Source: an optimization exercise on an open RTL-to-GDS flow (aim: a short achievable clock period and few clock cycles). Production flows keep margins and buffers that such runs may drop.
In this exercise RTL edits were held to simulation tests only and were not proved equivalent to the original.
No activity file was given, so power comes from the tool's default toggle rates.

==> design/flow/flow/run.sh <==
#!/bin/bash
# Standard ORFS layout; the only change is a larger setup margin for the
# timing repair steps, so that repair keeps improving the paths well past the
# 10 ns the constraints ask for. Each step's full output goes to its own log.
set -euo pipefail
bash standard.sh synth > synth.log 2>&1
bash standard.sh SETUP_SLACK_MARGIN=7 finish > layout.log 2>&1
==> design/flow/standard.sh <==
#!/bin/bash
# synth_recipe.tcl (not shown) runs the flow's synth.tcl, then flattens the netlist and writes it again
# the make line also repeats each setting of config.mk as NAME=value (left out here)
make -C /OpenROAD-flow-scripts/flow DESIGN_CONFIG=/design/flow/config.mk WORK_HOME=/design/flow/orfs CLKGATE_MAP_FILE= SYNTH_SCRIPT=/design/flow/synth_recipe.tcl "${@:-finish}"
==> design/flow/config.mk <==
export PLATFORM = sky130hd
export DESIGN_NAME = mips_sys
export DESIGN_NICKNAME = mips_sys
export VERILOG_FILES = /design/flow/design.v
export SDC_FILE = /design/flow/constraint.sdc
export NUM_CORES = 4
export LEC_CHECK = 0
export ABC_CLOCK_PERIOD_IN_PS = 2500
export CAP_MARGIN = 20
export CORE_MARGIN = 2
export CORE_UTILIZATION = 30
export PLACE_DENSITY = 0.5
export SETUP_SLACK_MARGIN = 5
export SLEW_MARGIN = 20
==> design/flow/constraint.sdc <==
create_clock -name core_clock -period 10.0 [get_ports {clk}]
set_input_delay 2.0000 -clock core_clock [delete_from_list [all_inputs] [get_ports {clk}]]
set_output_delay 2.0000 -clock core_clock [all_outputs]
set_load 0.01 [all_outputs]
==> design/flow/design.v <==
module mips_sys(clk, reset, DIn, DOut, imem_addr, imem_data, dm_addr, dm_wdata, dm_we, dm_rdata);
    input clk, reset;
    input [31:0] DIn;
    output reg [31:0] DOut;
    output [15:0] imem_addr;
    input [31:0] imem_data;
    output reg [13:0] dm_addr;
    output reg [31:0] dm_wdata;
    output reg dm_we;
    input [31:0] dm_rdata;
    localparam [31:0] RESET_PC = 32'h0000_3000;
    localparam [31:0] INT_PC   = 32'h0000_4180;
    localparam [29:0] EPC_INIT = 30'h3210_fedc;
    localparam [31:0] PRID     = 32'h8384_8410;
    integer i;
    function [32:0] add32;
        input [31:0] a, b;
        input cin;
        reg [31:0] g, p, gn, pn;
        integer k, d;
        begin
            g = a & b;
            p = a ^ b;
            g[0] = g[0] | (p[0] & cin);
            for (d = 1; d < 32; d = d * 2) begin
                gn = g;
                pn = p;
                for (k = d; k < 32; k = k + 1) begin
                    gn[k] = g[k] | (p[k] & g[k - d]);
                    pn[k] = p[k] & p[k - d];
                end
                g = gn;
                p = pn;
            end
            add32 = {g[31], a ^ b ^ {g[30:0], cin}};
        end
    endfunction
    function [13:0] add14;
        input [13:0] a, b;
        reg [13:0] g, p, gn, pn;
        integer k, d;
        begin
            g = a & b;
            p = a ^ b;
            for (d = 1; d < 14; d = d * 2) begin
                gn = g;
                pn = p;
                for (k = d; k < 14; k = k + 1) begin
                    gn[k] = g[k] | (p[k] & g[k - d]);
                    pn[k] = p[k] & p[k - d];
                end
                g = gn;
                p = pn;
            end
            add14 = a ^ b ^ {g[12:0], 1'b0};
        end
    endfunction
    function [29:0] inc30;
        input [29:0] x;
        integer k;
        begin
            for (k = 0; k < 30; k = k + 1)
                inc30[k] = x[k] ^ (k == 0 ? 1'b1 : &(x | ~((30'd1 << k) - 30'd1)));
        end
    endfunction
    function [29:0] dec30;
        input [29:0] x;
        integer k;
        begin
            for (k = 0; k < 30; k = k + 1)
                dec30[k] = x[k] ^ (k == 0 ? 1'b1 : ~|(x & ((30'd1 << k) - 30'd1)));
        end
    endfunction
    function [31:0] dec32;
        input [31:0] x;
        integer k;
        begin
            for (k = 0; k < 32; k = k + 1)
                dec32[k] = x[k] ^ (k == 0 ? 1'b1 : ~|(x & ((32'd1 << k) - 32'd1)));
        end
    endfunction
    reg         boot;
    reg  [31:0] pc_f, ras;
    reg         v_d, pt_d;
    reg  [31:0] ir_d, pc4_d, tgt_d;
    reg         v_e, sq_e;
    reg  [31:0] a_e, b_e, c_e, pc4_e, tgt_e;
    reg  [1:0]  fa_e, fb_e, fc_e;         
    reg  [4:0]  dest_e, rt_e;
    reg  [1:0]  rd_e;
    reg         wk_e;                     
    reg         sub_e;
    reg         r_sum_e, r_slt_e, r_or_e, r_link_e, r_cp0_e;
    reg         addi_e, beq_e, bltzal_e, jr_e, mtc0_e, eret_e, pt_e;
    reg         load_e, lb_e, sw_e, sb_e, byte_e;
    reg         we_m, load_m, lb_m, st_m, sbm_m, dev_m, bl_m;
    reg  [4:0]  dest_m;
    reg  [31:0] res_m, c_m;
    reg         we_w;
    reg  [4:0]  dest_w;
    reg  [31:0] res_w;
    reg  [31:0] rf [1:31];
    reg  [31:0] sr;
    reg         cause_ip;
    reg  [29:0] epc;
    reg  [3:0]  tc_ctrl;
    reg  [31:0] tc_preset, tc_last, tc_count;
    reg         ctrl_wr;                  
    wire [31:0] pc4_f = {inc30(pc_f[31:2]), pc_f[1:0]};
    assign imem_addr = pc_f[15:0];
    wire [31:0] fi = imem_data;
    wire f_j    = fi[31:27] == 5'b00001;                        
    wire f_jal  = fi[31:26] == 6'h03;
    wire f_beqt = fi[31:26] == 6'h04 && (fi[15] || fi[25:21] == fi[20:16]);
    wire f_jr   = fi[31:26] == 6'h00 && fi[5:0] == 6'h08;
    wire f_eret = fi[31:26] == 6'h10 && fi[5:0] == 6'h18;
    wire f_pred = f_j || f_beqt || f_jr || f_eret;
    wire [31:0] jtgt_f = {pc4_f[31:28], fi[25:0], 2'b00};
    wire [31:0] btgt_f = {pc4_f[31:16], add14(pc4_f[15:2], fi[13:0]), pc4_f[1:0]};
    wire [31:0] ptgt_f = f_j ? jtgt_f : f_beqt ? btgt_f : f_jr ? ras : {epc, 2'b00};
    wire [5:0]  op_d  = ir_d[31:26];
    wire [4:0]  rs_d  = ir_d[25:21];
    wire [4:0]  rt_d  = ir_d[20:16];
    wire [4:0]  rd_d  = ir_d[15:11];
    wire [5:0]  fn_d  = ir_d[5:0];
    wire [15:0] imm_d = ir_d[15:0];
    wire sp_d     = op_d == 6'h00;
    wire d_addu   = sp_d && fn_d == 6'h21;
    wire d_subu   = sp_d && fn_d == 6'h23;
    wire d_slt    = sp_d && fn_d == 6'h2a;
    wire d_jr     = sp_d && fn_d == 6'h08;
    wire d_ori    = op_d == 6'h0d;
    wire d_lui    = op_d == 6'h0f;
    wire d_addiu  = op_d == 6'h09;
    wire d_addi   = op_d == 6'h08;
    wire d_lw     = op_d == 6'h23;
    wire d_sw     = op_d == 6'h2b;
    wire d_lb     = op_d == 6'h20;
    wire d_sb     = op_d == 6'h28;
    wire d_beq    = op_d == 6'h04;
    wire d_bltzal = op_d == 6'h01;
    wire d_jal    = op_d == 6'h03;
    wire d_cop0   = op_d == 6'h10;
    wire d_eret   = d_cop0 && fn_d == 6'h18;
    wire d_mfc0   = d_cop0 && !d_eret && rs_d == 5'd0;
    wire d_mtc0   = d_cop0 && !d_eret && rs_d == 5'd4;
    wire d_rtype  = d_addu || d_subu || d_slt;
    wire d_mem    = d_lw || d_sw || d_lb || d_sb;
    wire d_useimm = d_ori || d_lui || d_addiu || d_addi || d_mem;
    wire d_use1   = d_rtype || d_jr || d_useimm || d_beq || d_bltzal;
    wire d_use2   = d_rtype || d_beq || d_bltzal || d_sw || d_sb || d_mtc0 || d_addi;
    wire [4:0] p2_d = d_addi ? 5'd30 : rt_d;
    wire [4:0] dest_d = d_rtype ? rd_d : (d_jal || d_bltzal) ? 5'd31 : rt_d;
    wire wk_d = (d_rtype && rd_d != 5'd0) ||
                ((d_ori || d_lui || d_addiu || d_lw || d_lb || d_mfc0) && rt_d != 5'd0) ||
                d_jal;
    wire hz1 = rs_d != 5'd0 && v_e && (
                 (load_e && wk_e && dest_e == rs_d) ||
                 (addi_e && (rt_e == rs_d || rs_d == 5'd30)) ||
                 (bltzal_e && rs_d == 5'd31));
    wire hz2 = p2_d != 5'd0 && v_e && (
                 (load_e && wk_e && dest_e == p2_d) ||
                 (addi_e && (rt_e == p2_d || p2_d == 5'd30)) ||
                 (bltzal_e && p2_d == 5'd31));
    wire [1:0] fs1 = (rs_d != 5'd0 && wk_e && dest_e == rs_d) ? 2'd1 :
                     (rs_d != 5'd0 && we_m && dest_m == rs_d) ? 2'd2 : 2'd0;
    wire [1:0] fs2 = (p2_d != 5'd0 && wk_e && dest_e == p2_d) ? 2'd1 :
                     (p2_d != 5'd0 && we_m && dest_m == p2_d) ? 2'd2 : 2'd0;
    wire stall_d = v_d && ((d_use1 && hz1) || (d_use2 && hz2) || (sb_e && d_mem) || bltzal_e);
    wire [31:0] rf1 = rs_d == 5'd0 ? 32'b0 : (we_w && dest_w == rs_d) ? res_w : rf[rs_d];
    wire [31:0] rf2 = p2_d == 5'd0 ? 32'b0 : (we_w && dest_w == p2_d) ? res_w : rf[p2_d];
    wire [31:0] imm_val = d_ori ? {16'b0, imm_d} :
                          d_lui ? {imm_d, 16'b0} :
                          {{16{imm_d[15]}}, imm_d};
    wire ve = v_e && !sq_e;
    wire [31:0] A = fa_e == 2'd1 ? res_m : fa_e == 2'd2 ? res_w : a_e;
    wire [31:0] B = fb_e == 2'd1 ? res_m : fb_e == 2'd2 ? res_w : b_e;
    wire [31:0] C = fc_e == 2'd1 ? res_m : fc_e == 2'd2 ? res_w : c_e;
    wire [31:0] Bx = sub_e ? ~B : B;
    wire [32:0] sum33 = add32(A, Bx, sub_e);
    wire [31:0] sum = sum33[31:0];
    wire lt  = (A[31] ^ B[31]) ? A[31] : sum[31];
    wire eq  = A == B;
    wire ovf = (A[31] == B[31]) && (sum[31] != A[31]);
    wire [31:0] px = A ^ B;
    wire [31:0] ox = A | B;
    wire zs = !px[0] && (&(px[31:1] ~^ ox[30:0]));
    wire flagged = C[0] || ovf;
    wire irq = tc_ctrl[3] && tc_ctrl[2:1] == 2'b00 && tc_count == 32'b0;
    wire int_req = irq && !ctrl_wr && sr[10] && sr[0] && !sr[1];
    wire int_take = ve && int_req;
    reg [31:0] cp0_val;
    always @(*) begin
        case (rd_e)
            2'd0: cp0_val = sr;
            2'd1: cp0_val = {16'b0, 5'b0, cause_ip, 10'b0};
            2'd2: cp0_val = {epc, 2'b00};
            default: cp0_val = PRID;
        endcase
    end
    wire [31:0] res_e = ({32{r_sum_e}} & sum) |
                        ({32{r_slt_e}} & {31'b0, lt}) |
                        ({32{r_or_e}} & (A | B)) |
                        ({32{r_link_e}} & pc4_e) |
                        ({32{r_cp0_e}} & cp0_val) |
                        ({32{addi_e}} & (flagged ? {C[31:2], zs, 1'b1} : sum));
    wire tk = beq_e && eq;
    wire misp = (beq_e && (tk != pt_e)) || (jr_e && A != tgt_e);
    wire e_redirect = int_take || (ve && misp) || bl_m;
    wire [31:0] tgt_E = bl_m ? c_m : int_take ? INT_PC : jr_e ? A : tk ? tgt_e : pc4_e;
    wire e_ok = ve && !int_take && !boot;    
    wire we_e = wk_e || (addi_e && (flagged || rt_e != 5'd0)) || (bltzal_e && lt);
    wire [4:0] dst_e = (addi_e && flagged) ? 5'd30 : dest_e;
    wire dev_e = (|sum[31:15]) || (&sum[14:8]);
    reg [7:0] lbyte;
    always @(*) begin
        case (res_m[1:0])
            2'd0: lbyte = dm_rdata[7:0];
            2'd1: lbyte = dm_rdata[15:8];
            2'd2: lbyte = dm_rdata[23:16];
            default: lbyte = dm_rdata[31:24];
        endcase
    end
    reg [31:0] merged;
    always @(*) begin
        case (res_m[1:0])
            2'd0: merged = {dm_rdata[31:8], c_m[7:0]};
            2'd1: merged = {dm_rdata[31:16], c_m[7:0], dm_rdata[7:0]};
            2'd2: merged = {dm_rdata[31:24], c_m[7:0], dm_rdata[15:0]};
            default: merged = {c_m[7:0], dm_rdata[23:0]};
        endcase
    end
    reg [31:0] tc_rd, dev_rd;
    always @(*) begin
        case (res_m[3:0])
            4'h0: tc_rd = {28'b0, tc_ctrl};
            4'h4: tc_rd = tc_preset;
            4'h8: tc_rd = tc_count;
            default: tc_rd = 32'b0;
        endcase
        case (res_m[5:4])
            2'd0: dev_rd = tc_rd;
            2'd1: dev_rd = DIn;
            2'd2: dev_rd = DOut;
            default: dev_rd = 32'b0;
        endcase
    end
    wire [31:0] ld_m = dev_m ? dev_rd : lb_m ? {{24{lbyte[7]}}, lbyte} : dm_rdata;
    wire dev_wr = st_m && dev_m && !boot;
    wire tc_we = dev_wr && res_m[5:4] == 2'd0;
    wire out_we = dev_wr && res_m[5:4] == 2'd2;
    wire wr_ctrl = tc_we && res_m[3:0] == 4'h0;
    wire wr_pst = tc_we && res_m[3:0] == 4'h4;
    wire [3:0]  n_ctrl = wr_ctrl ? c_m[3:0] : tc_ctrl;
    wire [31:0] n_preset = wr_pst ? c_m : tc_preset;
    wire [31:0] pm1 = wr_pst ? dec32(c_m) : dec32(tc_preset);
    wire pz = wr_pst ? c_m == 32'b0 : tc_preset == 32'b0;
    wire [31:0] n_pre_dec = pz ? 32'b0 : pm1;           
    wire cz = tc_count == 32'b0;
    wire [31:0] cnt_dec = cz ? 32'b0 : dec32(tc_count);
    wire pchg = wr_pst ? c_m != tc_last : tc_preset != tc_last;
    wire load0 = tc_ctrl[2:1] == 2'b00 ? pchg : tc_ctrl[2:1] == 2'b01 ? cz : 1'b0;
    wire [31:0] n_count = !tc_ctrl[0] || tc_ctrl[2] ? tc_count : load0 ? n_pre_dec : cnt_dec;
    wire [31:0] n_last = tc_ctrl[0] ? n_preset : tc_last;
    always @(posedge clk or posedge reset) begin
        if (reset) boot <= 1'b1;
        else boot <= 1'b0;
    end
    always @(posedge clk) begin
        if (boot) begin
            pc_f <= RESET_PC;
            v_d <= 1'b0;
        end else if (e_redirect) begin
            pc_f <= tgt_E;
            v_d <= 1'b0;
        end else if (!stall_d) begin
            pc_f <= f_pred ? ptgt_f : pc4_f;
            v_d <= 1'b1;
        end
        if (!boot && !e_redirect && !stall_d && f_jal) ras <= pc4_f;
    end
    always @(posedge clk) begin
        if (!stall_d) begin
            ir_d <= imem_data;
            pc4_d <= pc4_f;
            pt_d <= f_pred;
            tgt_d <= f_jr ? ras : btgt_f;
        end
    end
    wire d_go = v_d && !stall_d && !boot;
    always @(posedge clk) begin
        v_e <= d_go;
        sq_e <= e_redirect;
        wk_e <= d_go && wk_d;
        addi_e <= d_go && d_addi;
        beq_e <= d_go && d_beq;
        bltzal_e <= d_go && d_bltzal;
        jr_e <= d_go && d_jr;
        mtc0_e <= d_go && d_mtc0;
        eret_e <= d_go && d_eret;
        load_e <= d_go && (d_lw || d_lb);
        sw_e <= d_go && d_sw;
        sb_e <= d_go && d_sb;
    end
    always @(posedge clk) begin
        a_e <= rf1;
        b_e <= d_useimm ? imm_val : rf2;
        c_e <= rf2;
        fa_e <= fs1;
        fb_e <= d_useimm ? 2'd0 : fs2;
        fc_e <= fs2;
        pc4_e <= pc4_d;
        tgt_e <= tgt_d;
        dest_e <= dest_d;
        rt_e <= rt_d;
        rd_e <= rd_d[1:0];
        sub_e <= d_subu || d_slt || d_bltzal;
        r_sum_e <= d_addu || d_subu || d_addiu || d_mem;
        r_slt_e <= d_slt;
        r_or_e <= d_ori || d_lui;
        r_link_e <= d_jal || d_bltzal;
        r_cp0_e <= d_mfc0;
        pt_e <= pt_d;
        lb_e <= d_lb;
        byte_e <= d_lb || d_sb;
    end
    always @(posedge clk) begin
        we_m <= e_ok && we_e;
        load_m <= e_ok && load_e;
        st_m <= e_ok && (sw_e || sb_e);
        sbm_m <= e_ok && sb_e && !dev_e;
        bl_m <= e_ok && bltzal_e && lt;
        dest_m <= dst_e;
        res_m <= res_e;
        c_m <= bltzal_e ? tgt_e : C;
        lb_m <= lb_e;
        dev_m <= dev_e;
    end
    always @(posedge clk) begin
        if (!sbm_m) dm_addr <= byte_e ? {sum[13:2], 2'b00} : sum[13:0];
        dm_wdata <= sbm_m ? merged : C;
    end
    always @(posedge clk or posedge reset) begin
        if (reset) dm_we <= 1'b0;
        else dm_we <= !boot && (sbm_m || (e_ok && sw_e && !dev_e));
    end
    always @(posedge clk) begin
        we_w <= we_m && !boot;
        dest_w <= dest_m;
        res_w <= load_m ? ld_m : res_m;
    end
    always @(posedge clk) begin
        for (i = 1; i < 32; i = i + 1)
            if (boot) rf[i] <= 32'b0;
            else if (we_w && dest_w == i) rf[i] <= res_w;
    end
    always @(posedge clk) begin
        cause_ip <= irq && !boot;
        if (boot) begin
            sr <= 32'h0000_0001;
            epc <= EPC_INIT;
        end else if (int_take) begin
            sr[1] <= 1'b1;
            epc <= dec30(pc4_e[31:2]);
        end else if (ve && mtc0_e && rd_e == 2'd0) begin
            sr <= C;
        end else if (ve && eret_e) begin
            sr[1] <= 1'b0;
        end
    end
    always @(posedge clk or posedge reset) begin
        if (reset) DOut <= 32'b0;
        else if (out_we) DOut <= c_m;
    end
    always @(posedge clk) begin
        if (boot) begin
            tc_ctrl <= 4'b0;
            tc_preset <= 32'b0;
            tc_last <= 32'b0;
            tc_count <= 32'b0;
            ctrl_wr <= 1'b0;
        end else begin
            ctrl_wr <= tc_we && res_m[3:0] == 4'h0;
            tc_ctrl <= n_ctrl;
            tc_preset <= n_preset;
            tc_last <= n_last;
            tc_count <= n_count;
        end
    end
endmodule
==> results of run 1 <==
[area by class of cell]
| cell class | instances | area share (%) |
|---|---|---|
| Antenna cell | 46 | 0.102 |
| Clock buffer | 278 | 5.02 |
| Clock inverter | 64 | 0.554 |
| Inverter | 168 | 0.587 |
| Multi-Input combinational cell | 7747 | 45.6 |
| Sequential cell | 1711 | 31.9 |
| Tap cell | 3743 | 4.15 |
| Timing Repair Buffer | 1185 | 12.1 |
[stage by stage]
stage / power (W) / instances / hold slack, ns / utilization (%)
after global placement: 0.00844 / 13800 / 0.315 / 32.6
after detailed placement: 0.00843 / 13800 / 0.322 / 32.6
after global routing: 0.0164 / 14900 / 0.311 / 40.0
final: 0.0162 / 14900 / 0.322 / 40.1
after CTS: 0.0159 / 14700 / 0.309 / 38.6
after floorplan: 0.00780 / 10600 / 0.310 / -
[what timing repair did]
item,CTS,global route
pin swaps,321,343
setup buffers,469,164
endpoints found under the setup margin,1404,1172
cloned,58,18
endpoints found under the hold margin,0,0
gates resized for setup,1650,543
[placed cells by master, fill, tap and decap left out, types with 192 or more instances in the layout]
cell type	count
a22oi_1	414
buf_4	565
mux2i_1	205
clkbuf_16	209
a21oi_1	1290
buf_6	205
a221oi_1	218
nor2_1	371
nand2_1	2394
a22o_1	192
dfxtp_1	1468
[final timing paths]
check	start	to	slack, ns	cells past startpoint
worst max-delay path	fb_e[1]	sbm_m	5.35	17
worst min-delay path	tgt_d[29]	tgt_e[29]	0.32	0
worst max register to register	fb_e[1]	sbm_m	5.35	17
worst min register to register	tgt_d[29]	tgt_e[29]	0.32	0
max in group asynchronous	reset	DOut[2]	8.04	3
min in group asynchronous	reset	DOut[20]	1.54	3
[metal layers]
layer	track usage (%)	wire, um	vias up
li1	-	-	38900
met1	47.9	214000	47600
met2	50.5	217000	9608
met3	18.5	97400	2855
met4	24.6	48700	53
met5	1.90	737	-
[power groups by stage]
| stage | clock, W | combinational [W] | sequential, W |
|---|---|---|---|
| 2_1_floorplan | 0 | 0.000600 | 0.00720 |
| 3_3_place_gp | 0 | 0.00114 | 0.00730 |
| 3_5_place_dp | 0 | 0.00113 | 0.00730 |
| 4_1_cts | 0.00738 | 0.00143 | 0.00713 |
| 5_1_grt | 0.00765 | 0.00160 | 0.00714 |
| 6_report | 0.00742 | 0.00159 | 0.00714 |
[cell families after synthesis]
family | synth area share [%]
compound gates | 25.0
xor+xnor | 2.77
fa+ha+maj | 1.52
buf+inv | 5.23
flops | 42.3
mux | 4.45
other cells | 0.00442
simple gates | 18.8
[Yosys cell counts, types with 111 or more instances]
master	count
nand4_1	160
nor2_1	495
a22oi_1	437
a21oi_1	1418
nand2_1	2495
clkbuf_1	884
dfxtp_1	1534
xor2_1	128
a221oi_1	291
o21ai_0	306
edfxtp_1	143
xnor2_1	140
a211oi_1	114
a22o_1	192
mux2i_1	243
mux2_2	111
nand3_1	117
inv_1	166
nor3_1	112
==> summary.txt, run 1 <==
Worst-Skew Late Latency = 0.95 ns
Seq pwr share = 44.2%
Cell variety after synth = 98
CP peak stage delay = 0.46 ns
final count of hold timing violations = 0
Clock power frac = 46.0%
status = complete, no violations
Pwr Density = 143 nW/um2
Critical-path top delay cell = dfxtp_4
Die Height = 536 um
CP arrival = 5.47 ns
Post-synth EDFFs = 143
WS Path Type = register to register
relative slew slack = 15.9%
first-pass GRT wire length = 759 mm
Area contributors post-synth = dfxtp_1 36%, nand2_1 11%, a21oi_1 8.4%
detailed placement HPWL = 329 mm
Synth Net Count = 10800
crit-path cells = buf_6 > buf_6 > mux2_4 > o21ai_4 > xnor2_2 > ha_4 > a211o_1 > a21oi_2 > o21ai_2 > and2_4 > o41ai_4 > a211o_1 > o211a_4 > o21ai_2 > or4_4 > nor4_4 > and4_1
sequential area share after synthesis = 42.3%
required time worst endpoint = 10.83 ns
Synth top area share = 36.2%
Synth async-reset ratio = 1.99%
Worst-Margin Slew = 1.26 ns
Max-Cap Viols = 0
Max Slew Vio Count = 0
antenna violations before repair = 57
Row Count = 195
max reg flops = 992
CP Launch Type = register
TritonCTS Buffers = 196
buffers from clock root to sink, at most = 4
drt total wl = 578 mm
Area Overhead vs Synth = 33.2%
Worst setup EP type = register
global route total overflow = 0
register bit total from synthesis = 1711
unrepaired setup endpoints after global routing = yes
worst slack at placement = 3.25 ns
final worst path period need = 4.65 ns
share of cells above drive strength 1 = 22.7%
Post-synth top flop = dfxtp_1
Comb power frac = 9.9%
CTS tree = done
DRT antenna net count = 0
nets = 11200
Avg Cell Area, Syn = 8.01 um2
Setup TNS = 0 ns
Pleak = 38.9 nW
final setup vio count = 0
DR vias = 99000
Worst VDD drop = 0.145 mV
Core Area = 282000 um2
I/O Pins = 193
Post-Syn Area = 84800 um2
DRT iter0 DRCs = 20000
min setup slack post-route = 5.35 ns
YS warnings = 34
cells after synthesis = 10600
Pint = 0.0117 W
Die Wd = 536 um
1st-pass router iterations = 14
Net Sw Power = 0.00441 W
Root Buffer = clkbuf_16
Die ar. = 287000 um2
port bufs = 192
Fill cells = 27700
Reg with most FFs = rf
DRC = 0
WL per Instance = 38.7 um
Storage cell area = 36000 um2
Max Clk Rate = 215 MHz
Final Cell Area = 113000 um2
crit path max fanout = 5
DR vias/cell = 6.63
Tot GR Track Use = 38.0%
pin count of the biggest net entering global routing = 175
cts hold-fix bufs = 0
Post-DP Area = 91800 um2
clock slew at reported path FFs = 0.06 ns
area of the multi-input gates = 51500 um2
Sink Count = 1711
vias in the first global route = 88900
area leader, netlist = dfxtp_1
GPL Wtd Cong = 1.01
HP Class = register to register
worst path bufs/invs = 2
H-tree depth = 4
Switching Share = 27.3%
initial core utilization = 30.1%
Max Clock Skew = 0.114 ns
Final period util = 46.5%
CP top delay family = compound AO/OA/AOI/OAI gates
Testbench counts, summed over its fixed seeds: cycles 80,496.
==> inputs of run 2 (changes only) <==
--- a/design/flow/design.v
+++ b/design/flow/design.v
@@ -87,3 +87,2 @@
     reg  [31:0] a_e, b_e, c_e, pc4_e, tgt_e;
-    reg  [1:0]  fa_e, fb_e, fc_e;         
     reg  [4:0]  dest_e, rt_e;
@@ -95,3 +94,3 @@
     reg         load_e, lb_e, sw_e, sb_e, byte_e;
-    reg         we_m, load_m, lb_m, st_m, sbm_m, dev_m, bl_m;
+    reg         we_m, load_m, lb_m, st_m, sbm_m, dev_m, bl_m, flag_m, zs_m;
     reg  [4:0]  dest_m;
@@ -101,2 +100,3 @@
     reg  [31:0] res_w;
+    wire [31:0] res_e, val_m;
     reg  [31:0] rf [1:31];
@@ -164,9 +164,20 @@
                  (bltzal_e && p2_d == 5'd31));
-    wire [1:0] fs1 = (rs_d != 5'd0 && wk_e && dest_e == rs_d) ? 2'd1 :
-                     (rs_d != 5'd0 && we_m && dest_m == rs_d) ? 2'd2 : 2'd0;
-    wire [1:0] fs2 = (p2_d != 5'd0 && wk_e && dest_e == p2_d) ? 2'd1 :
-                     (p2_d != 5'd0 && we_m && dest_m == p2_d) ? 2'd2 : 2'd0;
     wire stall_d = v_d && ((d_use1 && hz1) || (d_use2 && hz2) || (sb_e && d_mem) || bltzal_e);
-    wire [31:0] rf1 = rs_d == 5'd0 ? 32'b0 : (we_w && dest_w == rs_d) ? res_w : rf[rs_d];
-    wire [31:0] rf2 = p2_d == 5'd0 ? 32'b0 : (we_w && dest_w == p2_d) ? res_w : rf[p2_d];
+    reg [31:0] rfr1, rfr2;
+    always @(*) begin
+        rfr1 = 32'b0;
+        rfr2 = 32'b0;
+        for (i = 1; i < 32; i = i + 1) begin
+            rfr1 = rfr1 | ({32{rs_d == i}} & rf[i]);
+            rfr2 = rfr2 | ({32{p2_d == i}} & rf[i]);
+        end
+    end
+    wire e1 = rs_d != 5'd0 && wk_e && dest_e == rs_d;
+    wire m1 = rs_d != 5'd0 && we_m && dest_m == rs_d;
+    wire w1 = rs_d != 5'd0 && we_w && dest_w == rs_d;
+    wire e2 = p2_d != 5'd0 && wk_e && dest_e == p2_d;
+    wire m2 = p2_d != 5'd0 && we_m && dest_m == p2_d;
+    wire w2 = p2_d != 5'd0 && we_w && dest_w == p2_d;
+    wire [31:0] op1 = e1 ? res_e : m1 ? val_m : w1 ? res_w : rfr1;
+    wire [31:0] op2 = e2 ? res_e : m2 ? val_m : w2 ? res_w : rfr2;
     wire [31:0] imm_val = d_ori ? {16'b0, imm_d} :
@@ -175,5 +186,5 @@
     wire ve = v_e && !sq_e;
-    wire [31:0] A = fa_e == 2'd1 ? res_m : fa_e == 2'd2 ? res_w : a_e;
-    wire [31:0] B = fb_e == 2'd1 ? res_m : fb_e == 2'd2 ? res_w : b_e;
-    wire [31:0] C = fc_e == 2'd1 ? res_m : fc_e == 2'd2 ? res_w : c_e;
+    wire [31:0] A = a_e;
+    wire [31:0] B = b_e;
+    wire [31:0] C = c_e;
     wire [31:0] Bx = sub_e ? ~B : B;
@@ -200,3 +211,3 @@
     end
-    wire [31:0] res_e = ({32{r_sum_e}} & sum) |
+    assign res_e = ({32{r_sum_e}} & sum) |
                         ({32{r_slt_e}} & {31'b0, lt}) |
@@ -204,4 +215,3 @@
                         ({32{r_link_e}} & pc4_e) |
-                        ({32{r_cp0_e}} & cp0_val) |
-                        ({32{addi_e}} & (flagged ? {C[31:2], zs, 1'b1} : sum));
+                        ({32{r_cp0_e}} & cp0_val);
     wire tk = beq_e && eq;
@@ -209,3 +219,3 @@
     wire e_redirect = int_take || (ve && misp) || bl_m;
-    wire [31:0] tgt_E = bl_m ? c_m : int_take ? INT_PC : jr_e ? A : tk ? tgt_e : pc4_e;
+    wire [31:0] tgt_E = bl_m ? c_m : int_take ? INT_PC : jr_e ? A : pt_e ? pc4_e : tgt_e;
     wire e_ok = ve && !int_take && !boot;    
@@ -248,2 +258,3 @@
     wire [31:0] ld_m = dev_m ? dev_rd : lb_m ? {{24{lbyte[7]}}, lbyte} : dm_rdata;
+    assign val_m = load_m ? ld_m : flag_m ? {c_m[31:2], zs_m, 1'b1} : res_m;
     wire dev_wr = st_m && dev_m && !boot;
@@ -279,3 +290,3 @@
         end
-        if (!boot && !e_redirect && !stall_d && f_jal) ras <= pc4_f;
+        if (!stall_d && f_jal) ras <= pc4_f;
     end
@@ -305,8 +316,5 @@
     always @(posedge clk) begin
-        a_e <= rf1;
-        b_e <= d_useimm ? imm_val : rf2;
-        c_e <= rf2;
-        fa_e <= fs1;
-        fb_e <= d_useimm ? 2'd0 : fs2;
-        fc_e <= fs2;
+        a_e <= op1;
+        b_e <= d_useimm ? imm_val : op2;
+        c_e <= op2;
         pc4_e <= pc4_d;
@@ -317,3 +325,3 @@
         sub_e <= d_subu || d_slt || d_bltzal;
-        r_sum_e <= d_addu || d_subu || d_addiu || d_mem;
+        r_sum_e <= d_addu || d_subu || d_addiu || d_addi || d_mem;
         r_slt_e <= d_slt;
@@ -335,2 +343,4 @@
         c_m <= bltzal_e ? tgt_e : C;
+        flag_m <= addi_e && flagged;
+        zs_m <= zs;
         lb_m <= lb_e;
@@ -349,3 +359,3 @@
         dest_w <= dest_m;
-        res_w <= load_m ? ld_m : res_m;
+        res_w <= val_m;
     end
--- a/design/flow/config.mk
+++ b/design/flow/config.mk
@@ -8,3 +8,3 @@
 export ABC_CLOCK_PERIOD_IN_PS = 2500
-export CAP_MARGIN = 20
+export CAP_MARGIN = 40
 export CORE_MARGIN = 2
@@ -13,2 +13,2 @@
 export SETUP_SLACK_MARGIN = 5
-export SLEW_MARGIN = 20
+export SLEW_MARGIN = 40
==> summary.txt, run 2 <==
status = complete, no violations
sequential area share after synthesis = 42.7%
Worst-Skew Late Latency = 0.95 ns
routed wl met2 = 230 mm
Area Overhead vs Synth = 38.7%
Root Buffer = clkbuf_16
relative slew slack = 30.1%
most frequent cell after synthesis = nand2_1
Core Area = 279000 um2
Max Slew Vio Count = 0
Post-Syn Area = 83800 um2
crit-path cells = buf_12 > buf_12 > xor2_1 > ha_1 > and4_1 > a21o_1 > o21bai_4 > and3_4 > o41ai_4 > buf_4 > xor2_4 > or4_1 > or4_4 > or4_4 > a21oi_4
Worst-Margin Slew = 1.05 ns
TritonCTS Buffers = 203
Row Count = 194
Area contributors post-synth = dfxtp_1 37%, nand2_1 11%, a21oi_1 8.0%
DR vias = 101000
first-pass GRT wire length = 776 mm
pin count of the biggest net entering global routing = 98
Worst setup EP type = register
Avg Cell Area, Syn = 7.92 um2
WL per Instance = 39.0 um
detailed placement HPWL = 339 mm
clock slew at reported path FFs = 0.06 ns
Reg with most FFs = rf
Synth async-reset ratio = 1.99%
Synth top area share = 36.6%
cts hold-fix bufs = 0
1st-pass router iterations = 15
Die Wd = 532 um
YS warnings = 2
Fill cells = 27300
Max Clock Skew = 0.112 ns
Pleak = 41.6 nW
commonest non-fill, non-tap cells in the layout = 2428 x nand2_1, 1440 x dfxtp_1, 1231 x a21oi_1
CTS tree = done
initial core utilization = 30.1%
crit path max fanout = 7
top cells by count, synth = 2518 x nand2_1, 1530 x dfxtp_1, 1339 x a21oi_1
final count of hold timing violations = 0
HP Class = register to register
Critical-path top delay cell = or4_1
Sink Count = 1707
Net Sw Power = 0.00419 W
Seq pwr share = 43.7%
Synth Net Count = 10800
cells after synthesis = 10600
WS Path Type = register to register
R2R setup slack = 5.88 ns
final worst path period need = 4.12 ns
fin cells = 15200
worst path bufs/invs = 3
Clock power frac = 48.9%
Met1 Routed Length = 202 mm
nets = 11400
register bit total from synthesis = 1707
vias in the first global route = 90600
Die Height = 532 um
DRT iter0 DRCs = 21100
GPL Wtd Cong = 1.01
area leader, netlist = dfxtp_1
met3 wire length = 88.7 mm
Comb power frac = 7.4%
port bufs = 192
H-tree depth = 4
Worst VDD drop = 0.139 mV
CP top delay family = simple AND/OR/NAND/NOR gates
Setup TNS = 0 ns
DRT antenna net count = 0
Die ar. = 283000 um2
CP arrival = 4.91 ns
Max Clk Rate = 243 MHz
DRC = 0
DR vias/cell = 6.66
Pwr Density = 139 nW/um2
global route total overflow = 0
antenna violations before repair = 53
Post-synth top flop = dfxtp_1
Pint = 0.0120 W
CP Launch Type = register
unrepaired setup endpoints after global routing = yes
max reg flops = 992
top sig layer = met5
required time worst endpoint = 10.80 ns
buffers from clock root to sink, at most = 4
Post-synth EDFFs = 143
Cell variety after synth = 106
drt total wl = 592 mm
commonest non-fill, non-tap cell in the layout = nand2_1
Final period util = 41.2%
DP Cell Count = 13800
CP peak stage delay = 0.51 ns
Tot GR Track Use = 39.1%
Switching Share = 25.9%
Max-Cap Viols = 0
share of cells above drive strength 1 = 25.5%
final setup vio count = 0
I/O Pins = 193
run 2: cell types whose count changed in the layout (fill, tap and decap cells not counted), sizes merged, moves of 57 or more:
cell    previous run  this run
a221oi           291        98
a22oi            437       814
buf             1079      1284
a21oi           1418      1339
a22o             192        62
o21ai            314       252
nor2b             83        26
nor2             500       558
mux2i            243       130
run 2: metrics by stage:
stage	util, %	hold slack, ns	cell area (um2)	total power, W	setup slack, ns
floorplan	-	0.310	84800	0.00758	5.79
global placement	32.6	0.324	90800	0.00803	4.12
detailed placement	32.8	0.327	91500	0.00804	4.32
CTS	39.9	0.303	111000	0.0159	5.99
global route	41.7	0.308	116000	0.0163	5.83
finish	41.7	0.302	116000	0.0161	5.88
run 2: cell families (layout without fill, tap and decap cells):
kind of cell               count (synthesis)  after routing  synth area share (%)
DFF                                     1707           1707                  42.7
adders and majority gates                102            102                  1.54
other                                      1             69               0.00448
xor gates and xnor gates                 260            260                  2.73
AOI/OAI and AO/OA                       3226           3226                  25.0
muxes                                    219            219                  2.76
buffers and inverters                   1179           1989                  5.42
and+or+nand+nor                         3881           3893                  19.8
run 2: routing by layer:
metal	GRT usage [%]	vias to the layer above
met5	1.87	-
met4	34.3	54
met3	17.8	3537
met2	54.0	10200
li1	-	39200
met1	45.1	48300
run 2: worst paths after layout:
check / startpoint / endpoint / cells after the start
max: sub_e / dm_we / 15
min: tgt_d[6] / tgt_e[6] / 0
max reg2reg: sub_e / dm_we / 15
min reg2reg: tgt_d[6] / tgt_e[6] / 0
max in group asynchronous: reset / DOut[12] / 3
min in group asynchronous: reset / DOut[23] / 3
run 2: worst reg2reg max path, cell delays in order (launching register included):
cell	delay [ns]
dfxtp_4	0.36
buf_12	0.14
buf_12	0.14
xor2_1	0.15
ha_1	0.35
and4_1	0.20
a21o_1	0.21
o21bai_4	0.11
and3_4	0.20
o41ai_4	0.28
buf_4	0.21
xor2_4	0.08
or4_1	0.51
or4_4	0.43
or4_4	0.51
a21oi_4	0.15
run 2: cell type report:
type / instances / area, um2 / share of cell area [%]
antenna: 68 / 170 / 0.146
multi-input combinational: 7701 / 51000 / 43.9
clock buffer: 284 / 5820 / 5.01
inverter: 204 / 812 / 0.699
clock inverter: 83 / 1030 / 0.886
timing repair buffer: 1404 / 16500 / 14.2
timing repair inverter: 14 / 229 / 0.197
sequential: 1707 / 36000 / 30.9
tap: 3724 / 4660 / 4.01
run 2: what timing repair did:
action / 4_1_cts / 5_1_grt
pin swaps: 370 / 286
cloned: 85 / 18
endpoints found under the setup margin: 1144 / 842
endpoints found under the hold margin: 0 / 0
buffers inserted: 584 / 221
gates resized for setup: 1923 / 529
run 2: power by group through the flow:
stage | sequential, W | combinational (W) | clock (W)
final | 0.00706 | 0.00119 | 0.00789
after global routing | 0.00705 | 0.00118 | 0.00811
after CTS | 0.00705 | 0.00104 | 0.00784
after detailed placement | 0.00721 | 0.000826 | 0
after global placement | 0.00722 | 0.000814 | 0
after floorplan | 0.00714 | 0.000443 | 0
Testbench counts of run 2, summed over its fixed seeds: cycles 80,496.
==> inputs of run 3 (changes only) <==
--- a/design/flow/design.v
+++ b/design/flow/design.v
@@ -94,3 +94,4 @@
     reg         load_e, lb_e, sw_e, sb_e, byte_e;
-    reg         we_m, load_m, lb_m, st_m, sbm_m, dev_m, bl_m, flag_m, zs_m;
+    reg         we_m, load_m, lb_m, sbm_m, dev_m, bl_m, flag_m, zs_m;
+    reg         wctl_m, wpst_m, wout_m;    
     reg  [4:0]  dest_m;
@@ -120,3 +121,37 @@
     wire [31:0] ptgt_f = f_j ? jtgt_f : f_beqt ? btgt_f : f_jr ? ras : {epc, 2'b00};
-    wire [5:0]  op_d  = ir_d[31:26];
+    wire [5:0] op_f = fi[31:26];
+    wire [4:0] rs_f = fi[25:21];
+    wire [4:0] rt_f = fi[20:16];
+    wire [4:0] rd_f = fi[15:11];
+    wire [5:0] fn_f = fi[5:0];
+    wire sp_f     = op_f == 6'h00;
+    wire f_addu   = sp_f && fn_f == 6'h21;
+    wire f_subu   = sp_f && fn_f == 6'h23;
+    wire f_slt    = sp_f && fn_f == 6'h2a;
+    wire f_ori    = op_f == 6'h0d;
+    wire f_lui    = op_f == 6'h0f;
+    wire f_addiu  = op_f == 6'h09;
+    wire f_addi   = op_f == 6'h08;
+    wire f_lw     = op_f == 6'h23;
+    wire f_sw     = op_f == 6'h2b;
+    wire f_lb     = op_f == 6'h20;
+    wire f_sb     = op_f == 6'h28;
+    wire f_beq    = op_f == 6'h04;
+    wire f_bltzal = op_f == 6'h01;
+    wire f_cop0   = op_f == 6'h10;
+    wire f_mfc0   = f_cop0 && !f_eret && rs_f == 5'd0;
+    wire f_mtc0   = f_cop0 && !f_eret && rs_f == 5'd4;
+    wire f_rtype  = f_addu || f_subu || f_slt;
+    wire f_mem    = f_lw || f_sw || f_lb || f_sb;
+    wire f_useimm = f_ori || f_lui || f_addiu || f_addi || f_mem;
+    wire f_use1   = f_rtype || f_jr || f_useimm || f_beq || f_bltzal;
+    wire f_use2   = f_rtype || f_beq || f_bltzal || f_sw || f_sb || f_mtc0 || f_addi;
+    wire [4:0] p2_f = f_addi ? 5'd30 : rt_f;
+    wire [4:0] dest_f = f_rtype ? rd_f : (f_jal || f_bltzal) ? 5'd31 : rt_f;
+    wire wk_f = (f_rtype && rd_f != 5'd0) ||
+                ((f_ori || f_lui || f_addiu || f_lw || f_lb || f_mfc0) && rt_f != 5'd0) ||
+                f_jal;
+    reg d_addu, d_subu, d_slt, d_jr, d_ori, d_lui, d_addiu, d_addi, d_lw, d_sw, d_lb, d_sb;
+    reg d_beq, d_bltzal, d_jal, d_eret, d_mfc0, d_mtc0, d_mem, d_useimm, d_use1, d_use2, wk_d;
+    reg [4:0] p2_d, dest_d;
     wire [4:0]  rs_d  = ir_d[25:21];
@@ -124,43 +159,12 @@
     wire [4:0]  rd_d  = ir_d[15:11];
-    wire [5:0]  fn_d  = ir_d[5:0];
     wire [15:0] imm_d = ir_d[15:0];
-    wire sp_d     = op_d == 6'h00;
-    wire d_addu   = sp_d && fn_d == 6'h21;
-    wire d_subu   = sp_d && fn_d == 6'h23;
-    wire d_slt    = sp_d && fn_d == 6'h2a;
-    wire d_jr     = sp_d && fn_d == 6'h08;
-    wire d_ori    = op_d == 6'h0d;
-    wire d_lui    = op_d == 6'h0f;
-    wire d_addiu  = op_d == 6'h09;
-    wire d_addi   = op_d == 6'h08;
-    wire d_lw     = op_d == 6'h23;
-    wire d_sw     = op_d == 6'h2b;
-    wire d_lb     = op_d == 6'h20;
-    wire d_sb     = op_d == 6'h28;
-    wire d_beq    = op_d == 6'h04;
-    wire d_bltzal = op_d == 6'h01;
-    wire d_jal    = op_d == 6'h03;
-    wire d_cop0   = op_d == 6'h10;
-    wire d_eret   = d_cop0 && fn_d == 6'h18;
-    wire d_mfc0   = d_cop0 && !d_eret && rs_d == 5'd0;
-    wire d_mtc0   = d_cop0 && !d_eret && rs_d == 5'd4;
-    wire d_rtype  = d_addu || d_subu || d_slt;
-    wire d_mem    = d_lw || d_sw || d_lb || d_sb;
-    wire d_useimm = d_ori || d_lui || d_addiu || d_addi || d_mem;
-    wire d_use1   = d_rtype || d_jr || d_useimm || d_beq || d_bltzal;
-    wire d_use2   = d_rtype || d_beq || d_bltzal || d_sw || d_sb || d_mtc0 || d_addi;
-    wire [4:0] p2_d = d_addi ? 5'd30 : rt_d;
-    wire [4:0] dest_d = d_rtype ? rd_d : (d_jal || d_bltzal) ? 5'd31 : rt_d;
-    wire wk_d = (d_rtype && rd_d != 5'd0) ||
-                ((d_ori || d_lui || d_addiu || d_lw || d_lb || d_mfc0) && rt_d != 5'd0) ||
-                d_jal;
-    wire hz1 = rs_d != 5'd0 && v_e && (
-                 (load_e && wk_e && dest_e == rs_d) ||
-                 (addi_e && (rt_e == rs_d || rs_d == 5'd30)) ||
-                 (bltzal_e && rs_d == 5'd31));
-    wire hz2 = p2_d != 5'd0 && v_e && (
-                 (load_e && wk_e && dest_e == p2_d) ||
-                 (addi_e && (rt_e == p2_d || p2_d == 5'd30)) ||
-                 (bltzal_e && p2_d == 5'd31));
-    wire stall_d = v_d && ((d_use1 && hz1) || (d_use2 && hz2) || (sb_e && d_mem) || bltzal_e);
+    wire hzf1 = rs_f != 5'd0 && (
+                 ((d_lw || d_lb) && wk_d && dest_d == rs_f) ||
+                 (d_addi && (rt_d == rs_f || rs_f == 5'd30)));
+    wire hzf2 = p2_f != 5'd0 && (
+                 ((d_lw || d_lb) && wk_d && dest_d == p2_f) ||
+                 (d_addi && (rt_d == p2_f || p2_f == 5'd30)));
+    wire stall_n = (f_use1 && hzf1) || (f_use2 && hzf2) || (d_sb && f_mem) || d_bltzal;
+    reg stall_q;
+    wire stall_d = v_d && stall_q;
     reg [31:0] rfr1, rfr2;
@@ -189,6 +193,6 @@
     wire [31:0] C = c_e;
-    wire [31:0] Bx = sub_e ? ~B : B;
+    wire [31:0] Bx = B;      
     wire [32:0] sum33 = add32(A, Bx, sub_e);
     wire [31:0] sum = sum33[31:0];
-    wire lt  = (A[31] ^ B[31]) ? A[31] : sum[31];
+    wire lt  = (A[31] == B[31]) ? A[31] : sum[31];    
     wire eq  = A == B;
@@ -259,7 +263,5 @@
     assign val_m = load_m ? ld_m : flag_m ? {c_m[31:2], zs_m, 1'b1} : res_m;
-    wire dev_wr = st_m && dev_m && !boot;
-    wire tc_we = dev_wr && res_m[5:4] == 2'd0;
-    wire out_we = dev_wr && res_m[5:4] == 2'd2;
-    wire wr_ctrl = tc_we && res_m[3:0] == 4'h0;
-    wire wr_pst = tc_we && res_m[3:0] == 4'h4;
+    wire out_we = wout_m && !boot;
+    wire wr_ctrl = wctl_m;
+    wire wr_pst = wpst_m;
     wire [3:0]  n_ctrl = wr_ctrl ? c_m[3:0] : tc_ctrl;
@@ -295,2 +297,9 @@
             ir_d <= imem_data;
+            d_addu <= f_addu; d_subu <= f_subu; d_slt <= f_slt; d_jr <= f_jr;
+            d_ori <= f_ori; d_lui <= f_lui; d_addiu <= f_addiu; d_addi <= f_addi;
+            d_lw <= f_lw; d_sw <= f_sw; d_lb <= f_lb; d_sb <= f_sb;
+            d_beq <= f_beq; d_bltzal <= f_bltzal; d_jal <= f_jal; d_eret <= f_eret;
+            d_mfc0 <= f_mfc0; d_mtc0 <= f_mtc0; d_mem <= f_mem; d_useimm <= f_useimm;
+            d_use1 <= f_use1; d_use2 <= f_use2; wk_d <= wk_f;
+            p2_d <= p2_f; dest_d <= dest_f;
             pc4_d <= pc4_f;
@@ -302,2 +311,3 @@
     always @(posedge clk) begin
+        stall_q <= d_go && stall_n;
         v_e <= d_go;
@@ -317,3 +327,3 @@
         a_e <= op1;
-        b_e <= d_useimm ? imm_val : op2;
+        b_e <= d_useimm ? imm_val : (d_subu || d_slt || d_bltzal) ? ~op2 : op2;
         c_e <= op2;
@@ -337,5 +347,7 @@
         load_m <= e_ok && load_e;
-        st_m <= e_ok && (sw_e || sb_e);
         sbm_m <= e_ok && sb_e && !dev_e;
         bl_m <= e_ok && bltzal_e && lt;
+        wctl_m <= e_ok && (sw_e || sb_e) && dev_e && sum[5:0] == 6'h00;
+        wpst_m <= e_ok && (sw_e || sb_e) && dev_e && sum[5:0] == 6'h04;
+        wout_m <= e_ok && (sw_e || sb_e) && dev_e && sum[5:4] == 2'd2;
         dest_m <= dst_e;
@@ -392,3 +404,3 @@
         end else begin
-            ctrl_wr <= tc_we && res_m[3:0] == 4'h0;
+            ctrl_wr <= wctl_m;
             tc_ctrl <= n_ctrl;
==> design/flow/flow/run.sh (replaced) <==
#!/bin/bash
# Standard ORFS layout with two changes:
#  - synthesis leaves adders as plain gates for ABC (ADDER_MAP_FILE empty)
#    instead of mapping them to the slow full/half-adder cells; registers are
#    untouched, so they keep the standard synthesis's names and cells;
#  - a larger setup margin for the timing repair steps, so that repair keeps
#    improving the paths well past the 10 ns the constraints ask for.
# Each step's full output goes to its own log in the work folder.
set -euo pipefail
bash standard.sh ADDER_MAP_FILE= synth > synth.log 2>&1
bash standard.sh ADDER_MAP_FILE= SETUP_SLACK_MARGIN=7 finish > layout.log 2>&1
==> summary.txt, run 3 <==
area leader, netlist = dfxtp_1
GR Util met3 = 15.7%
DRT iter0 DRCs = 20800
I/O Pins = 193
CP arrival = 4.56 ns
CP Launch Type = primary input
Max Slew Vio Count = 0
relative slew slack = 30.6%
Worst VDD drop = 0.138 mV
Synth async-reset ratio = 1.96%
share of cells above drive strength 1 = 25.1%
CP peak stage delay = 0.68 ns
Worst-Margin Slew = 1.01 ns
Tot GR Track Use = 37.8%
Die ar. = 282000 um2
gr busiest metal = met2
DR vias/cell = 6.50
port bufs = 192
Max Clock Skew = 0.0882 ns
antenna violations before repair = 59
clock slew at reported path FFs = 0.06 ns
Die Wd = 531 um
crit path max fanout = 6
Synth top area share = 36.9%
required time worst endpoint = 10.78 ns
Synth Net Count = 10600
origin of the critical flop-to-flop path = a_e[0]
global-route met1 utilization = 49.4%
detailed placement HPWL = 335 mm
global route total overflow = 0
Post-synth EDFFs = 168
Pwr Density = 144 nW/um2
WL per Instance = 37.6 um
Setup TNS = 0 ns
DRT antenna net count = 0
drt total wl = 562 mm
Area contributors post-synth = dfxtp_1 37%, nand2_1 11%, a21oi_1 8.0%
Worst-Skew Late Latency = 0.92 ns
register bit total from synthesis = 1735
Post-Syn Area = 83200 um2
1st-pass router iterations = 14
DR vias = 97300
CTS tree = done
commonest non-fill, non-tap cells in the layout = 2426 x nand2_1, 1421 x dfxtp_1, 1235 x a21oi_1
Pleak = 40.3 nW
Sink Count = 1735
top cells by count, synth = 2513 x nand2_1, 1533 x dfxtp_1, 1335 x a21oi_1
initial core utilization = 30.1%
GR Util met2 = 50.7%
Max Clk Rate = 264 MHz
TritonCTS Buffers = 201
cts hold-fix bufs = 0
final worst path period need = 3.79 ns
Reg with most FFs = rf
GPL Wtd Cong = 1.03
max reg flops = 992
Row Count = 193
HP Class = register to register
YS warnings = 2
Root Buffer = clkbuf_16
final count of hold timing violations = 0
final setup vio count = 0
most frequent cell after synthesis = nand2_1
cells after synthesis = 10500
Post-synth top flop = dfxtp_1
WS Path Type = primary input to register
crit-path cells = buf_8 > mux4_2 > nand2_8 > buf_4 > o21ai_4 > o211ai_1 > o21a_2 > nor2_1 > a21oi_2 > o21ai_2 > xnor2_1 > a22o_1
Cell variety after synth = 104
final core utilization = 41.0%
Max-Cap Viols = 0
status = complete, no violations
first-pass GRT wire length = 742 mm
unrepaired setup endpoints after global routing = yes
Hold Crit Start = lb_e
CP startpoint = dm_rdata[23]
Die Height = 531 um
Worst setup EP type = register
Final period util = 37.9%
Area Overhead vs Synth = 36.0%
Avg Cell Area, Syn = 7.95 um2
H-tree depth = 4
pin count of the biggest net entering global routing = 192
Core Area = 276000 um2
nets = 11200
vias in the first global route = 86800
commonest non-fill, non-tap cell in the layout = nand2_1
Critical-path top delay cell = o211ai_1
sequential area share after synthesis = 44.0%
buffers from clock root to sink, at most = 4
DRC = 0
run 3: layout make-up:
cell class | instances | area (um2)
clock buffer | 277 | 5730
inverter | 123 | 526
sequential | 1735 | 36800
fill | 27300 | 163000
tap | 3705 | 4640
timing repair buffer | 1391 | 15700
timing repair inverter | 4 | 57.6
multi-input combinational | 7623 | 48600
antenna | 29 | 72.6
clock inverter | 80 | 967
run 3: worst paths after layout:
path,to,slack [ns],depth (start not counted)
max,b_e[12],6.21,12
min,lb_m,0.33,0
max reg2reg,dm_we,6.27,14
min reg2reg,lb_m,0.33,0
max in group asynchronous,DOut[23],7.99,2
min in group asynchronous,DOut[10],1.55,2
run 3: per-layer routing:
metal | part of all wire [%] | vias to the layer above
li1 | - | 38400
met4 | 8.5 | 50
met2 | 38 | 9380
met5 | 0.14 | -
met1 | 37 | 46800
met3 | 16 | 2600
run 3: stage by stage:
step | cell area (um2) | setup WS [ns] | hold slack [ns] | instances | total power (W)
after floorplan | 84100 | 5.72 | 0.310 | 10500 | 0.00773
after global placement | 90000 | 3.98 | 0.315 | 13700 | 0.00823
after detailed placement | 91000 | 3.99 | 0.314 | 13700 | 0.00824
after CTS | 108000 | 6.22 | 0.328 | 14700 | 0.0161
after global routing | 113000 | 6.16 | 0.346 | 14900 | 0.0165
final | 113000 | 6.21 | 0.328 | 15000 | 0.0163
run 3: critical path: cells and delay by family:
family,cells,cell delay (ns)
compound gates,6,1.45
xor+xnor,1,0.13
buf+inv,2,0.24
mux,1,0.53
simple gates,2,0.21
run 3: cell families (layout without fill, tap and decap cells):
family / count (synthesis) / after routing / share of synthesized area [%]
adder cells (fa/ha/maj): 14 / 14 / 0.171
buffers and inverters: 1110 / 1875 / 5.17
flip-flops: 1735 / 1735 / 44.0
AND/OR/NAND/NOR: 3888 / 3892 / 19.8
other: 1 / 30 / 0.00451
AO/OA/AOI/OAI: 3160 / 3162 / 24.6
XOR/XNOR: 340 / 340 / 3.59
multiplexers: 214 / 214 / 2.70
run 3: power breakdown:
| part | internal [W] | switching (W) | leakage (nW) |
|---|---|---|---|
| combinational | 0.000413 | 0.000812 | 22.3 |
| sequential | 0.00708 | 0.000128 | 14.7 |
| clock | 0.00449 | 0.00334 | 3.26 |
| total | 0.0120 | 0.00428 | 40.3 |
run 3: what timing repair did:
item | 4_1_cts | 5_1_grt
endpoints found under the hold margin | 0 | 0
buffers inserted | 556 | 218
cloned | 43 | 16
setup endpoints to repair | 1043 | 794
resized for setup | 1769 | 579
pin swaps | 354 | 305
Testbench counts of run 3, summed over its fixed seeds: cycles 80,496.
==> inputs of run 4 (changes only) <==
--- a/design/flow/design.v
+++ b/design/flow/design.v
@@ -15,3 +15,3 @@
     integer i;
-    function [32:0] add32;
+    function [31:0] cry32;
         input [31:0] a, b;
@@ -34,3 +34,27 @@
             end
-            add32 = {g[31], a ^ b ^ {g[30:0], cin}};
+            cry32 = g;
+        end
+    endfunction
+    function eq7;
+        input [6:0] a, b, k;
+        input cin;
+        reg [6:0] t;
+        integer j;
+        begin
+            t = a ^ b ^ k;
+            eq7 = t[0] == cin;
+            for (j = 0; j < 6; j = j + 1)
+                eq7 = eq7 && (((a[j] & b[j]) | (a[j] & t[j]) | (b[j] & t[j])) == t[j + 1]);
+        end
+    endfunction
+    function eq17z;
+        input [16:0] a, b;
+        input cin;
+        reg [16:0] t;
+        integer j;
+        begin
+            t = a ^ b;
+            eq17z = t[0] == cin;
+            for (j = 0; j < 16; j = j + 1)
+                eq17z = eq17z && (((a[j] & b[j]) | (a[j] & t[j]) | (b[j] & t[j])) == t[j + 1]);
         end
@@ -101,3 +125,3 @@
     reg  [31:0] res_w;
-    wire [31:0] res_e, val_m;
+    wire [31:0] res_e, val_m, valn_m;
     reg  [31:0] rf [1:31];
@@ -166,3 +190,4 @@
                  (d_addi && (rt_d == p2_f || p2_f == 5'd30)));
-    wire stall_n = (f_use1 && hzf1) || (f_use2 && hzf2) || (d_sb && f_mem) || d_bltzal;
+    wire hzl = (f_subu || f_slt || f_bltzal) && rt_f != 5'd0 && load_e && wk_e && dest_e == rt_f;
+    wire stall_n = (f_use1 && hzf1) || (f_use2 && hzf2) || (d_sb && f_mem) || d_bltzal || hzl;
     reg stall_q;
@@ -186,2 +211,3 @@
     wire [31:0] op2 = e2 ? res_e : m2 ? val_m : w2 ? res_w : rfr2;
+    wire [31:0] op2n = e2 ? res_e : m2 ? valn_m : w2 ? res_w : rfr2;
     wire [31:0] imm_val = d_ori ? {16'b0, imm_d} :
@@ -194,4 +220,4 @@
     wire [31:0] Bx = B;      
-    wire [32:0] sum33 = add32(A, Bx, sub_e);
-    wire [31:0] sum = sum33[31:0];
+    wire [31:0] cy = cry32(A, Bx, sub_e);
+    wire [31:0] sum = A ^ Bx ^ {cy[30:0], sub_e};
     wire lt  = (A[31] == B[31]) ? A[31] : sum[31];    
@@ -227,3 +253,5 @@
     wire [4:0] dst_e = (addi_e && flagged) ? 5'd30 : dest_e;
-    wire dev_e = (|sum[31:15]) || (&sum[14:8]);
+    wire mid1 = cy[7] ? eq7(A[14:8], Bx[14:8], 7'h7f, 1'b1) : eq7(A[14:8], Bx[14:8], 7'h7f, 1'b0);
+    wire hiz = cy[14] ? eq17z(A[31:15], Bx[31:15], 1'b1) : eq17z(A[31:15], Bx[31:15], 1'b0);
+    wire dev_e = !hiz || mid1;
     reg [7:0] lbyte;
@@ -262,3 +290,4 @@
     wire [31:0] ld_m = dev_m ? dev_rd : lb_m ? {{24{lbyte[7]}}, lbyte} : dm_rdata;
-    assign val_m = load_m ? ld_m : flag_m ? {c_m[31:2], zs_m, 1'b1} : res_m;
+    assign valn_m = flag_m ? {c_m[31:2], zs_m, 1'b1} : res_m;
+    assign val_m = load_m ? ld_m : valn_m;
     wire out_we = wout_m && !boot;
@@ -311,3 +340,5 @@
     always @(posedge clk) begin
-        stall_q <= d_go && stall_n;
+        stall_q <= (d_go && stall_n) ||
+                   (stall_d && (d_subu || d_slt || d_bltzal) && rt_d != 5'd0 &&
+                    load_e && wk_e && dest_e == rt_d);
         v_e <= d_go;
@@ -327,3 +358,3 @@
         a_e <= op1;
-        b_e <= d_useimm ? imm_val : (d_subu || d_slt || d_bltzal) ? ~op2 : op2;
+        b_e <= d_useimm ? imm_val : (d_subu || d_slt || d_bltzal) ? ~op2n : op2;
         c_e <= op2;
==> summary.txt, run 4 <==
relative slew slack = 27.4%
TritonCTS Buffers = 199
DRC = 0
Tot GR Track Use = 38.2%
YS warnings = 2
Die ar. = 287000 um2
Synth top area share = 36.2%
commonest non-fill, non-tap cell in the layout = nand2_1
CTS tree = done
DRT antenna net count = 0
final count of hold timing violations = 0
Pwr Density = 141 nW/um2
Critical-path top delay cell = or3_4
register bit total from synthesis = 1735
Post-synth top flop = dfxtp_1
clock slew at reported path FFs = 0.06 ns
Core Area = 282000 um2
Reg with most FFs = rf
Area contributors post-synth = dfxtp_1 36%, nand2_1 11%, a21oi_1 7.8%
drt total wl = 582 mm
Area Overhead vs Synth = 34.9%
commonest non-fill, non-tap cells in the layout = 2500 x nand2_1, 1418 x dfxtp_1, 1235 x a21oi_1
DP Cell Count = 14000
antenna violations before repair = 66
final worst path period need = 3.97 ns
final setup vio count = 0
Max Slew Vio Count = 0
1st-pass router iterations = 17
Worst VDD drop = 0.123 mV
Worst setup EP type = register
Max-Cap Viols = 0
Fill cells = 27700
first-pass GRT wire length = 763 mm
Synth Net Count = 10900
Worst-Margin Slew = 1.09 ns
Max Clk Rate = 252 MHz
Worst-Skew Late Latency = 0.95 ns
sequential area share after synthesis = 43.2%
max reg flops = 992
unrepaired setup endpoints after global routing = yes
Setup TNS = 0 ns
crit path max fanout = 7
detailed placement HPWL = 329 mm
required time worst endpoint = 10.78 ns
initial core utilization = 30.1%
GPL Wtd Cong = 1.03
Synth async-reset ratio = 1.96%
Row Count = 195
share of cells above drive strength 1 = 24.2%
port bufs = 192
Die Height = 535 um
fin cells = 15300
Post-Syn Area = 84700 um2
status = complete, no violations
CP peak stage delay = 0.40 ns
HP Class = register to register
Post-synth EDFFs = 168
pin count of the biggest net entering global routing = 176
WS Path Type = primary input to register
buffers from clock root to sink, at most = 4
Final period util = 39.7%
I/O Pins = 193
CP Launch Type = primary input
Root Buffer = clkbuf_16
Pleak = 40.8 nW
most frequent cell after synthesis = nand2_1
cells after synthesis = 10800
DRT iter0 DRCs = 23000
top cells by count, synth = 2558 x nand2_1, 1533 x dfxtp_1, 1314 x a21oi_1
Die Wd = 535 um
DR vias/cell = 6.67
area leader, netlist = dfxtp_1
CP arrival = 4.76 ns
WL per Instance = 38.1 um
global route total overflow = 0
vias in the first global route = 88600
nets = 11400
DR vias = 102000
Sink Count = 1735
Cell variety after synth = 91
Avg Cell Area, Syn = 7.82 um2
crit-path cells = buf_12 > o21ai_4 > a211o_1 > a211oi_4 > buf_4 > a41oi_4 > o311a_1 > or3_4 > a41oi_2 > nand4_1 > or4_1 > nor3b_1
Max Clock Skew = 0.0729 ns
H-tree depth = 4
[run 4: changes by cell type in the layout (fill, tap and decap cells not counted), moves of 32 or more]
cell,delta
a22o_1,-124
buf_6,+33
and2_4,+38
a22oi_1,+103
buf_4,-86
a22oi_2,+32
and3_1,+54
nor2_4,-38
a221oi_1,-99
xnor2_1,-33
nand2_1,+74
nand3_1,+132
[run 4: worst paths after layout]
kind                         startpoint        to  slack [ns]  cells after the start
setup / recovery           imem_data[1]  pc_f[14]        6.03                     12
hold / removal                 pc4_d[2]  pc4_e[2]        0.31                      0
setup reg to reg                pc_f[4]  pc_f[14]        6.22                     13
hold reg to reg                pc4_d[2]  pc4_e[2]        0.31                      0
max in group asynchronous         reset  DOut[15]        7.99                      3
min in group asynchronous         reset  DOut[22]        1.57                      3
[run 4: cells by family (layout without fill, tap and decap cells)]
kind of cell	count (synthesis)	count (layout)	synth area share, %
buffers and inverters	1169	1788	5.28
AND/OR/NAND/NOR	4176	4192	21.2
multiplexers	238	238	2.96
other	1	56	0.00443
flip-flops	1735	1735	43.2
XOR/XNOR	307	307	3.17
AO/OA/AOI/OAI	3190	3190	24.0
adder cells (fa/ha/maj)	16	16	0.189
[run 4: what timing repair did]
action	in CTS	in global routing
setup endpoints to repair	845	676
pin swaps	383	394
setup buffers	541	223
gates cloned	55	13
hold buffers	0	0
gates resized for setup	1832	576
[run 4: layer usage]
layer	vias up	track usage (%)	part of all wire (%)
met1	48700	49.0	37
met4	58	24.1	8.7
met5	-	1.28	0.27
met2	10400	49.6	37
li1	39500	-	-
met3	3032	19.1	18
[run 4: stage by stage]
step	worst slack [ns]	instance area [um2]	hold slack [ns]	utilization (%)	power (W)
6_report	6.03	114000	0.314	40.6	0.0162
3_3_place_gp	3.89	90900	0.317	32.3	0.00814
4_1_cts	6.06	109000	0.318	38.8	0.0159
2_1_floorplan	5.24	85700	0.310	-	0.00772
5_1_grt	5.97	114000	0.334	40.6	0.0164
3_5_place_dp	3.99	91800	0.314	32.6	0.00815
[run 4: final cells by class]
cell class	instances	area [um2]	area share, %
multi-input cells	7944	50600	44.2
flip-flops and latches	1735	36900	32.3
repair buffers	1318	14900	13.0
clock buffers	291	5820	5.09
well taps	3743	4680	4.10
clock inverters	63	837	0.732
inverters	115	508	0.444
diodes	55	138	0.120
repair inverters	1	6.26	0.00547
[run 4: worst max-delay path: cells and delay by family]
kind	cells	cell delay, ns
AO/OA/AOI/OAI	6	1.43
buffers and inverters	2	0.28
AND/OR/NAND/NOR	4	1.04
[run 4: power by group]
group          internal, W  switching, W
combinational     0.000394      0.000773
sequential         0.00707      0.000126
clock              0.00449       0.00330
total               0.0120       0.00420
Testbench counts of run 4, summed over its fixed seeds: cycles 80,521.

-- port drivers added, routing unchanged --
No port has a modelled driver above. Below, the same layouts with a new extraction and two added sets of constraints. Step 1, drivers: a clkbuf_16 drives clk and a buf_2 each remaining input, both assumed. Step 2 also shifts input and output timing later by t, the mid clock arrival at the registers, as if the neighbouring blocks saw the same clock. Three values: ideal, step 1, step 2; two values: the first two.
run | t (ns) | setup slack, ns | worst slew at a driven data input, ns
run 1 | 0.990 | 5.355 / 5.355 / 4.990 | 0.09
run 2 | 0.998 | 5.885 / 5.885 / 5.461 | 0.05
run 3 | 0.975 | 6.215 / 6.265 / 5.290 | 0.11
run 4 | 1.006 | 6.027 / 5.912 / 4.905 | 0.22
After both steps every run listed still meets setup and hold. For run 4, which loses most, drivers alone change the setup slack by -0.115 ns; drivers and shift together by -1.122 ns.
